Source: an optimization exercise on an open RTL-to-GDS flow (aim: small area, a short achievable clock period and few clock cycles per item). Production flows keep margins and buffers that such runs may drop.
Where RTL was checked, it was by simulation tests only, not by an equivalence proof against the original.
No driver is modelled on the clock port, so clocking that relies on it looks cheaper here than on a real chip.
Power and IR drop assume default switching activity.

==> flow/design.v <==
module main(
    input clk, rst, start,
    input [3:0] ip,
    output reg [59:0] ans,
    output reg finish
    );
    function automatic ge4(input [3:0] x, input [3:0] y);
        reg r;
        integer j;
        begin
            r = 1'b1;
            for (j = 0; j < 4; j = j + 1)
                r = (x[j] ^ y[j]) ? x[j] : r;
            ge4 = r;
        end
    endfunction
    function automatic gek(input [6:0] x, input [6:0] k);
        reg r;
        integer j;
        begin
            r = 1'b1;
            for (j = 0; j < 7; j = j + 1)
                r = k[j] ? (x[j] & r) : (x[j] | r);
            gek = r;
        end
    endfunction
    reg [3:0]  d;       
    localparam [6:0] B = 7'd26;
    reg [6:0]  cnt;     
    wire       busy = !finish;    
    reg [47:0] s;       
    reg [11:0] v;       
    wire [11:0] keep, frz;
    genvar i;
    generate
        for (i = 0; i < 12; i = i + 1) begin : pos
            assign frz[i]  = gek(cnt, B + 90 + i);
            assign keep[i] = frz[i] | (v[i] & ge4(s[4*i+:4], d));
        end
    endgenerate
    wire [11:0] vn = {keep[10:0], 1'b1};
    wire [11:0] wr = vn & ~keep;
    wire rot  = busy & gek(cnt, B + 86);
    wire addx = gek(cnt, B + 89);
    wire [11:0] sel;
    generate
        for (i = 0; i < 12; i = i + 1) begin : sl
            assign sel[i] = cnt == B + 89 + i;
        end
    endgenerate
    reg  [3:0] ss;
    reg        sv;
    integer k;
    always @(*) begin
        ss = 4'd0;
        sv = 1'b0;
        for (k = 0; k < 12; k = k + 1) begin
            ss = ss | (s[4*k+:4] & {4{sel[k]}});
            sv = sv | (v[k] & sel[k]);
        end
    end
    wire [3:0] x = (sv & ge4(ss, d)) ? ss : (d & {4{addx}});
    wire [3:0] a = ans[59:56];
    wire [4:0] sd;
    wire [4:0] c;
    assign c[0] = 1'b0;
    genvar j;
    generate
        for (j = 0; j < 4; j = j + 1) begin : rc
            assign sd[j] = a[j] ^ x[j] ^ c[j];
            assign c[j+1] = (a[j] & x[j]) | (c[j] & (a[j] ^ x[j]));
        end
    endgenerate
    assign sd[4] = c[4];
    wire [3:0] h = sd[4:1];
    wire cout = h[3] | (h[2] & (h[1] | h[0]));
    wire [3:0] lo = {h[3] ? (h[0] ? 3'b100 : 3'b011) :
                     cout ? {1'b0, h[1] & h[0], h[1] & ~h[0]} : h[2:0], sd[0]};
    wire [13:0] en;
    assign en[0] = 1'b1;
    generate
        for (i = 0; i < 13; i = i + 1) begin : ch
            assign en[i+1] = en[i] & ans[4*i+3] & ans[4*i];
        end
    endgenerate
    wire [13:0] inc = {14{cout}} & en & {frz[10:0], 3'b111};
    wire [59:0] turned;
    assign turned[3:0] = lo;
    generate
        for (i = 1; i < 15; i = i + 1) begin : tn
            wire [3:0] q = ans[4*(i-1)+:4];
            wire t = inc[i-1];
            wire t0 = t & q[0];
            assign turned[4*i]   = q[0] ^ t;
            assign turned[4*i+1] = q[1] ^ (t0 & ~q[3]);
            assign turned[4*i+2] = q[2] ^ (t0 & q[1]);
            assign turned[4*i+3] = q[3] ^ (t0 & (q[3] | (q[2] & q[1])));
        end
    endgenerate
    always @(posedge clk) begin
        d <= ip;
        if (rst) ans <= 60'd0;
        else if (rot) ans <= turned;
        finish <= rst | (finish ? !start : (cnt == B + 7'd100));
        cnt <= busy ? cnt + 7'd1 : B;
        v <= (cnt == B) ? 12'd0 : vn;
        for (k = 0; k < 12; k = k + 1)
            if (wr[k]) s[4*k+:4] <= d;
    end
endmodule
clock: 25.0 ns
lec_check: 0
abc_area: 1
cap_margin: 20
core_margin: 2
core_utilization: 40
cts_buf_list: sky130_fd_sc_hd__clkbuf_8
cts_cluster_diameter: 100
cts_cluster_size: 30
slew_margin: 20
standard.sh (not shown) runs the stock make flow with config.mk's settings and CLKGATE_MAP_FILE= SYNTH_SCRIPT=/design/flow/synth_recipe.tcl, a recipe that flattens the netlist after the stock synthesis.
==> flow/flow/run.sh <==
#!/bin/bash
# The standard layout (standard.sh) with these changes:
# - plain buf_1 cells as the port buffers;
# - buffers that Yosys/ABC put in the netlist are removed at floorplan
#   (repair_design adds back what slew and load need);
# - clock tree made by flow/mcts.tcl instead of TritonCTS: the clock port
#   drives one clkbuf_16, which drives one buffer per group of nearby
#   flip-flops;
# - the flip-flops that drive the outputs one size up (flow/upsize_out.tcl);
# - the timing repair after global routing aimed at its worst path, past
#   the 25 ns constraint (the constraint itself is unchanged).
# Each step's full log is in orfs/logs/; standard.sh's own output goes to
# standard_cts.log and standard.log here.
set -euo pipefail
export BUFFER_PORTS_ARGS="-buffer_cell sky130_fd_sc_hd__buf_1"
export REMOVE_ABC_BUFFERS=1
export MCTS_GROUPS=6
export MCTS_LEAF=sky130_fd_sc_hd__clkbuf_16
export PRE_CTS_TCL="$PWD/flow/mcts.tcl"
export PRE_RESIZE_TCL="$PWD/flow/upsize_out.tcl"
bash standard.sh cts > standard_cts.log 2>&1
export SETUP_SLACK_MARGIN=19.1
export TNS_END_PERCENT=0
bash standard.sh > standard.log 2>&1
Other scripts of this flow, unchanged in this note and not shown: flow/flow/mcts.tcl, flow/flow/upsize_out.tcl
==> next run, changes <==
--- a/flow/design.v
+++ b/flow/design.v
@@ -28,5 +28,5 @@
     localparam [6:0] B = 7'd26;
     reg [6:0]  cnt;     
-    wire       busy = !finish;    
+    reg        busy;    
     reg [47:0] s;       
     reg [11:0] v;       
@@ -103,4 +103,5 @@
         else if (rot) ans <= turned;
         finish <= rst | (finish ? !start : (cnt == B + 7'd100));
+        busy <= !rst & (busy ? (cnt != B + 7'd100) : (finish & start));
         cnt <= busy ? cnt + 7'd1 : B;
         v <= (cnt == B) ? 12'd0 : vn;
First-iteration DRC count fell by 21%.
Hold slack is better by 0.058 ns.
Synthesized cell count falls by 0.37%.
Global-route usage fell by 1.7 points.
Worst setup slack improved by 0.046 ns.
Combinational power falls by 16%.
Total power falls by 0.84%.
Clock skew goes down by 0.0071 ns.
Wire length decreases by 6.4%.
Maximum frequency is higher by 0.78%.
Die area came out higher by 0.40%.
Design area decreases by 0.52%.
Area after synthesis climbs by 0.42%.
Critical path depth stays the same.
Testbench counts after the change, summed over its fixed seeds: cycles 19,584, lines 192.
No functional check of the RTL was part of the first run of this note.

[static timing again, ports no longer ideal]
The flow's constraints put no driver on any port. The routed layouts listed below were extracted and timed again, unchanged, in two steps. Step 1: set_driving_cell puts a clkbuf_16 on clk and a buf_2 on each other input, an assumption about the parent block. Step 2 adds t to the input delays and takes it off the output delays; t is the mean of the earliest and latest rising clock arrival at the registers after step 1. Input paths then give back, and output paths get back, about the clock's delay inside the block. Slacks: no drivers / after step 1 / after step 2; pairs: no drivers / after step 1.
| run | shift t [ns] | slack for setup (ns) | hold slack, ns | slew at the worst register clock pin (ns) |
|---|---|---|---|---|
| the first run | 0.398 | 19.046 / 19.005 / 18.772 | 0.441 / 0.441 / 0.441 | 0.11 / 0.11 |
| the second run | 0.395 | 19.092 / 19.048 / 18.882 | 0.499 / 0.499 / 0.499 | 0.10 / 0.10 |
After both steps setup and hold are still met in every run listed. For the first run, which loses most, drivers alone change the setup slack by -0.041 ns; drivers and shift together by -0.274 ns.
